From an optimization exercise on the open Yosys and OpenROAD flow, aimed at small area; shortcuts taken in it are not production practice.
Where RTL was checked, it was by simulation tests only, not by an equivalence proof against the original.
Power and IR drop assume default switching activity.

## top
module top(
    input Clock,
    input Reset,
    input Rx_Serial,
    output f_full,
    output f_empty,
    output Tx_Active,
    output Tx_Serial,
    output Tx_Done
    );
clock: 10.0 ns
lec_check: 0
cap_margin: 20
core_margin: 2
core_utilization: 60
cts_buf_list: sky130_fd_sc_hd__clkbuf_4
cts_cluster_diameter: 30
cts_cluster_size: 8
slew_margin: 20
run.sh (not shown) runs the stock make flow with config.mk's settings and CLKGATE_MAP_FILE= SYNTH_SCRIPT=/design/flow/synth_recipe.tcl, a recipe that flattens the netlist after the stock synthesis.
The baseline produced a clean layout.
Next try:
- CTS_BUF_LIST: sky130_fd_sc_hd__clkbuf_4 -> sky130_fd_sc_hd__clkbuf_8
- CTS_CLUSTER_DIAMETER: 30 -> 50
- CTS_CLUSTER_SIZE: 8 -> 15
After rerunning: Power fell by 4.5%; final area went down by 1.2%; count of clock-buffer cells in the layout goes down by 25; worst setup slack gets better by 0.077 ns; clock skew decreases by 0.0062 ns.
No functional check of the RTL was part of any run of this note.

* * *

Setup of run 1:
The RTL this note starts from:
==> flow/design.v <==
module uart_rx (
   input        i_Clock,
   input        i_Reset,
   input        i_Rx_Serial,
   output       o_Cmd,       
   output       o_Pop,       
   output       o_Hold,      
   output       o_Wr_Win,    
   output [7:0] o_Lane       
   );
  localparam s_IDLE   = 3'b000;
  localparam s_CMD2   = 3'b001;   
  localparam s_CLEAN  = 3'b010;   
  localparam s_CMD1   = 3'b011;   
  localparam s_START  = 3'b100;
  localparam s_STARTC = 3'b101;   
  localparam s_STOP   = 3'b110;
  localparam s_DATA   = 3'b111;
  reg       r_Rx_Data;
  reg [2:0] r_SM;
  reg [6:0] r_Cnt;
  reg [2:0] r_Idx;
  reg       r_Hold;
  reg       r_Miss;
  wire w_Busy  = r_SM[2];
  wire w_Start = r_SM[2] & ~r_SM[1];
  wire w_Data  = (r_SM == s_DATA);
  wire w_Full  = r_Cnt[6] & r_Cnt[4] & r_Cnt[2] & r_Cnt[1];    
  wire w_Samp  = w_Data & w_Full;
  wire [7:0] c_Cmd = 8'h5C;
  wire w_Exp = c_Cmd[r_Idx];
  wire [7:0] w_Cry;
  assign w_Cry[0] = 1'b1;
  genvar c;
  generate
    for (c = 0; c < 7; c = c + 1)
      begin : inc
        assign w_Cry[c+1] = w_Cry[c] & r_Cnt[c];
      end
  endgenerate
  always @(posedge i_Clock)
    begin
      if (i_Reset)
        r_Rx_Data <= 1'b1;
      else
        r_Rx_Data <= i_Rx_Serial;
    end
  always @(posedge i_Clock)
    begin
      r_Cnt <= w_Busy ? ({7{~w_Full}} & (r_Cnt ^ w_Cry[6:0])) : 7'd43;
      if (w_Samp)
        begin
          r_Hold <= r_Rx_Data;
          r_Miss <= ((r_Idx != 0) & r_Miss) | (r_Rx_Data ^ w_Exp);
        end
    end
  always @(posedge i_Clock)
    begin
      if (i_Reset)
        begin
          r_SM  <= s_IDLE;
          r_Idx <= 0;
        end
      else
        begin
          if (w_Samp)
            r_Idx <= r_Idx + 1;
          case (r_SM)
            s_START, s_STARTC :
              if (w_Full)
                r_SM <= r_Rx_Data ? s_IDLE : s_DATA;
              else
                r_SM <= s_START;
            s_DATA :
              if (w_Full && r_Idx == 7)
                r_SM <= s_STOP;
            s_STOP :
              if (w_Full)
                r_SM <= s_CLEAN;
            s_CLEAN :
              r_SM <= s_CMD1;
            s_CMD1 :
              r_SM <= r_Rx_Data ? s_CMD2 : s_STARTC;
            default :
              r_SM <= r_Rx_Data ? s_IDLE : s_START;
          endcase
        end
    end
  assign o_Cmd    = r_SM[0] & ~r_SM[1];
  assign o_Pop    = !r_Miss;
  assign o_Hold   = r_Hold;
  assign o_Wr_Win = (r_Cnt[6:5] == 2'b00) &
                    ((w_Data & (r_Idx != 0)) | (r_SM == s_STOP));
  genvar g;
  generate
    for (g = 0; g < 8; g = g + 1)
      begin : lane
        assign o_Lane[g] = (r_Idx == ((g + 1) % 8));
      end
  endgenerate
endmodule
module uart_tx (
   input        i_Clock,
   input        i_Reset,
   input        i_Rd,        
   input        i_Empty,     
   input        i_Hit,       
   input        i_Bit,       
   output [2:0] o_Lane,
   output       o_Tx_Active,
   output reg   o_Tx_Serial,
   output       o_Tx_Done
   );
  localparam s_IDLE  = 3'b000;
  localparam s_IDLED = 3'b001;   
  localparam s_CLEAN = 3'b010;
  localparam s_PRED  = 3'b011;
  localparam s_PRE   = 3'b100;
  localparam s_DATA  = 3'b101;
  localparam s_START = 3'b110;
  localparam s_STOP  = 3'b111;
  reg [2:0] r_SM;
  reg [6:0] r_Cnt;
  reg [2:0] r_Idx;    
  reg       r_Next;
  reg       r_Zero;
  wire w_Busy  = r_SM[2] & (r_SM[1] | r_SM[0]);
  wire w_Ready = ~r_SM[2] & ~(r_SM[1] & r_SM[0]);
  wire w_Data  = (r_SM == s_DATA);
  wire w_Start = (r_SM == s_START);
  wire w_Full  = r_Cnt[6] & r_Cnt[4] & r_Cnt[2] & r_Cnt[1];    
  wire w_Fetch = (w_Start | w_Data) & (r_Cnt[6:5] == 2'b01) & i_Hit;
  wire [7:0] w_Cry;
  assign w_Cry[0] = 1'b1;
  genvar c;
  generate
    for (c = 0; c < 7; c = c + 1)
      begin : inc
        assign w_Cry[c+1] = w_Cry[c] & r_Cnt[c];
      end
  endgenerate
  always @(posedge i_Clock)
    begin
      r_Cnt <= {7{w_Busy & ~w_Full}} & (r_Cnt ^ w_Cry[6:0]);
      if (w_Fetch)
        r_Next <= i_Bit;
      if (w_Ready & i_Rd)
        r_Zero <= i_Empty;
    end
  always @(posedge i_Clock)
    begin
      if (i_Reset)
        begin
          r_SM        <= s_IDLE;
          r_Idx       <= 0;
          o_Tx_Serial <= 1'b1;
        end
      else
        begin
          if (w_Full && (w_Start || (w_Data && r_Idx != 0)))
            r_Idx <= r_Idx + 1;
          if (w_Start)
            o_Tx_Serial <= 1'b0;
          else if (w_Data)
            begin
              if (r_Cnt[6:5] == 2'b00)
                o_Tx_Serial <= r_Next & ~r_Zero;
            end
          else
            o_Tx_Serial <= 1'b1;
          case (r_SM)
            s_IDLE, s_IDLED :
              r_SM <= i_Rd ? s_PRE : s_IDLE;
            s_CLEAN :
              r_SM <= i_Rd ? s_PRED : s_IDLED;
            s_PRE, s_PRED :
              r_SM <= s_START;
            s_START :
              if (w_Full)
                r_SM <= s_DATA;
            s_DATA :
              if (w_Full && r_Idx == 0)
                r_SM <= s_STOP;
            s_STOP :
              if (w_Full)
                r_SM <= s_CLEAN;
          endcase
        end
    end
  assign o_Lane      = r_Idx;
  assign o_Tx_Active = w_Busy;
  assign o_Tx_Done   = ~r_SM[2] & (r_SM[1] | r_SM[0]);
endmodule
module synq_fifo (
    input        clk,
    input        rst,
    input        wr_en,      
    input        rd_en,      
    input        lane_wr,    
    input  [7:0] lane_sel,
    input        lane_bit,
    input  [2:0] rd_lane,    
    output       rd_hit,     
    output       rd_bit,
    output       f_empty,
    output       f_full
    );
    reg [7:0] r_Ring [0:31];
    reg [4:0] a_pos, b_pos;
    reg       r_last_push;    
    wire w_eq   = (a_pos == b_pos);
    wire w_pop  = rd_en & ~f_empty;
    wire w_push = wr_en & ~f_full;
    wire w_wr   = lane_wr & (b_pos == 5'd0) & ~f_full;
    wire [5:0] a_bor, b_bor;
    assign a_bor[0] = ~w_pop;
    assign b_bor[0] = ~w_push;
    genvar g;
    generate
        for (g = 0; g < 5; g = g + 1)
        begin : dec
            assign a_bor[g+1] = a_bor[g] & ~a_pos[g];
            assign b_bor[g+1] = b_bor[g] & ~b_pos[g];
        end
    endgenerate
    integer i;
    always @(posedge clk)
    begin
        for (i = 0; i < 31; i = i + 1)
            r_Ring[i] <= r_Ring[i+1];
        r_Ring[31] <= (w_wr ? lane_sel : 8'h00) & {8{lane_bit}} |
                      (w_wr ? ~lane_sel : 8'hFF) & r_Ring[0];
    end
    always @(posedge clk)
    begin
        if (rst)
        begin
            a_pos  <= 0;
            b_pos  <= 0;
            r_last_push <= 0;
        end
        else
        begin
            a_pos <= a_pos ^ a_bor[4:0];
            b_pos <= b_pos ^ b_bor[4:0];
            if (w_pop)
                r_last_push <= 0;
            else if (w_push)
                r_last_push <= 1;
        end
    end
    assign rd_hit  = (a_pos == 5'd1);
    assign rd_bit  = r_Ring[0][rd_lane];
    assign f_empty = w_eq & ~r_last_push;
    assign f_full  = w_eq & r_last_push;
endmodule
module control_logic(
    input  i_Cmd,
    input  i_Pop,
    output o_wr_en,
    output o_rd_en
    );
    assign o_wr_en = i_Cmd & ~i_Pop;
    assign o_rd_en = i_Cmd & i_Pop;
endmodule
module top(
    input Clock,
    input Reset,
    input Rx_Serial,
    output f_full,
    output f_empty,
    output Tx_Active,
    output Tx_Serial,
    output Tx_Done
    );
    wire       cmd, pop, hold, wr_win, rd, wr, hit, rbit;
    wire [7:0] lane;
    wire [2:0] tx_lane;
uart_rx uart_rx_inst(
   .i_Clock(Clock),
   .i_Reset(Reset),
   .i_Rx_Serial(Rx_Serial),
   .o_Cmd(cmd),
   .o_Pop(pop),
   .o_Hold(hold),
   .o_Wr_Win(wr_win),
   .o_Lane(lane)
   );
control_logic control_logic_inst(
    .i_Cmd(cmd),
    .i_Pop(pop),
    .o_wr_en(wr),
    .o_rd_en(rd)
    );
synq_fifo synq_fifo_inst(
    .clk(Clock),
    .rst(Reset),
    .wr_en(wr),
    .rd_en(rd),
    .lane_wr(wr_win),
    .lane_sel(lane),
    .lane_bit(hold),
    .rd_lane(tx_lane),
    .rd_hit(hit),
    .rd_bit(rbit),
    .f_empty(f_empty),
    .f_full(f_full)
    );
uart_tx uart_tx_inst(
   .i_Clock(Clock),
   .i_Reset(Reset),
   .i_Rd(rd),
   .i_Empty(f_empty),
   .i_Hit(hit),
   .i_Bit(rbit),
   .o_Lane(tx_lane),
   .o_Tx_Active(Tx_Active),
   .o_Tx_Serial(Tx_Serial),
   .o_Tx_Done(Tx_Done)
   );
endmodule
export LEC_CHECK = 0
export CAP_MARGIN = 20
export CORE_MARGIN = 2
export CORE_UTILIZATION = 70
export CTS_BUF_LIST = sky130_fd_sc_hd__clkbuf_8
export CTS_CLUSTER_DIAMETER = 50
export CTS_CLUSTER_SIZE = 20
export PLACE_DENSITY = 0.85
export SLEW_MARGIN = 20
create_clock -name core_clock -period 10.0 [get_ports {Clock}]
standard.sh (not shown) runs the stock make flow with config.mk's settings and CLKGATE_MAP_FILE= SYNTH_SCRIPT=/design/flow/synth_recipe.tcl, a recipe that flattens the netlist after the stock synthesis.
==> flow/flow/run.sh <==
#!/bin/bash
# Standard layout; the clock tree is built without dummy loads and the
# ports get the smallest buffer.
export CTS_ARGS="-sink_clustering_enable -repair_clock_nets -sink_clustering_size 20 -sink_clustering_max_diameter 50 -buf_list sky130_fd_sc_hd__clkbuf_8 -dont_use_dummy_load"
export BUFFER_PORTS_ARGS="-buffer_cell sky130_fd_sc_hd__buf_1"
bash standard.sh > standard.log 2>&1
#### Input delta (run 2 over run 1)
==> flow/run.sh (new file) <==
#!/bin/bash
# synth_recipe.tcl (not shown) runs the flow's synth.tcl, then flattens the netlist and writes it again
# the make line also repeats each setting of config.mk as NAME=value (left out here)
make -C /OpenROAD-flow-scripts/flow DESIGN_CONFIG=/design/flow/config.mk WORK_HOME=/design/flow/orfs CLKGATE_MAP_FILE= SYNTH_SCRIPT=/design/flow/synth_recipe.tcl finish
removed: flow/flow/run.sh
removed: flow/standard.sh
==> run summary <==
Delta (run 2 minus run 1): global-route wire length before repair ~0 delta, final critical delay including setup and external delays increased by 0.45 ns relative to the old numbers, post-route clock skew went down.
Run 2 | stages: all done | timing, DRC, antenna: all pass
Between run 2 and run 1, the difference in instance count of the mapped netlist is negligible.
Slack of the worst reg-to-reg path (lower): run 2
Run 2 vs run 1, proportion of cell area spent on the clock network went up by 0.76 points.
STATUS final setup slack of the worst path: run 2 loses against run 1
Run 2 has placed standard-cell area above what run 1 had.
Total global-route track usage delta (run 1 -> run 2): insignificant
Where post-placement worst setup slack is concerned, run 1 is better than run 2.
On switching share of power, run 1 tracks run 2 almost exactly.
### run 2 -> run 3
==> flow/flow/run.sh (new file) <==
#!/bin/bash
# Standard layout; the clock tree is built without dummy loads and the
# ports get the smallest buffer.
export CTS_ARGS="-sink_clustering_enable -repair_clock_nets -sink_clustering_size 40 -sink_clustering_max_diameter 50 -buf_list sky130_fd_sc_hd__clkbuf_16 -dont_use_dummy_load"
export BUFFER_PORTS_ARGS="-buffer_cell sky130_fd_sc_hd__buf_1"
bash standard.sh > standard.log 2>&1
==> flow/standard.sh (new file) <==
#!/bin/bash
# synth_recipe.tcl (not shown) runs the flow's synth.tcl, then flattens the netlist and writes it again
# the make line also repeats each setting of config.mk as NAME=value (left out here)
make -C /OpenROAD-flow-scripts/flow DESIGN_CONFIG=/design/flow/config.mk WORK_HOME=/design/flow/orfs CLKGATE_MAP_FILE= SYNTH_SCRIPT=/design/flow/synth_recipe.tcl "${@:-finish}"
removed: flow/run.sh
Findings:
Number of CTS-inserted buffers was lower in run 3 than in run 2. Compared run 2 against run 3; final area within noise. Compared with run 2, in run 3 minimum period implied by the final worst setup slack shows a reduction of 0.49 ns; total power draw shows an increase of 0.061 mW; final cell count shows a reduction of about 1.4%.
Modified inputs, run 4 compared to run 3
Settings: PLACE_DENSITY: 0.85 -> 0.92; CORE_UTILIZATION: 70 -> 80.
==> flow/flow/run.sh <==
#!/bin/bash
# Standard layout; the clock tree is built without dummy loads and the
# ports get the smallest buffer.
export CTS_ARGS="-sink_clustering_enable -repair_clock_nets -sink_clustering_size 12 -sink_clustering_max_diameter 40 -buf_list sky130_fd_sc_hd__clkbuf_4 -dont_use_dummy_load"
export BUFFER_PORTS_ARGS="-buffer_cell sky130_fd_sc_hd__buf_1"
bash standard.sh > standard.log 2>&1
Notes after the runs:
- When run 4 is set beside run 3, its wire length on met3 turns out to be 290 um larger.
- Per the comparison of run 4 with run 3, pin count of the biggest net entering global routing decreased 15; combinational power share increased 0.5 points; upper clock frequency limit decreased about 8%.
- Final HPWL from detailed placement: run 4 vs run 3 up 15%
- Time the final worst path needs with I/O delays and setup on run 4 is up relative to run 3.
- Comparing portion of total power attributed to the clock network for run 4 and run 3, the bigger number came from run 3.
- Stage delay of the slowest cell on the critical path in run 4 is 0.03 ns higher than in run 3

port drivers added, routing unchanged:
Ports are ideal in the flow. The routed layouts listed here were re-timed in OpenROAD.
Step 1 sets driving cells, clkbuf_16 on the clock port and buf_2 on the other inputs (assumed; they add their load-dependent delay and slew).
Step 2 also shifts input and output timing later by t, the mid clock arrival at the registers, as if the neighbouring blocks saw the same clock.
Three values: no drivers, after step 1, after step 2; two values: the first two.
| run | t, ns | setup WS [ns] | hold slack, ns | worst slew at a driven data input, ns | cell pins on the clock port's net |
|---|---|---|---|---|---|
| the first run of note 1 | 0.631 | 5.712 / 5.681 / 6.312 | 0.320 / 0.320 / 0.320 | 0.03 | 1 |
| the second run of note 1 | 0.548 | 5.790 / 5.753 / 6.302 | 0.326 / 0.326 / 0.326 | 0.03 | 1 |
| run 1 | 0.516 | 6.102 / 6.067 / 6.583 | 0.286 / 0.286 / 0.286 | 0.03 | 1 |
| run 2 | 0.537 | 5.654 / 5.621 / 6.158 | 0.323 / 0.323 / 0.323 | 0.03 | 1 |
| run 3 | 0.500 | 6.142 / 6.105 / 6.604 | 0.293 / 0.293 / 0.293 | 0.03 | 1 |
| run 4 | 0.635 | 5.789 / 5.756 / 6.391 | 0.293 / 0.293 / 0.293 | 0.03 | 1 |
After both steps setup and hold are still met in every run listed.
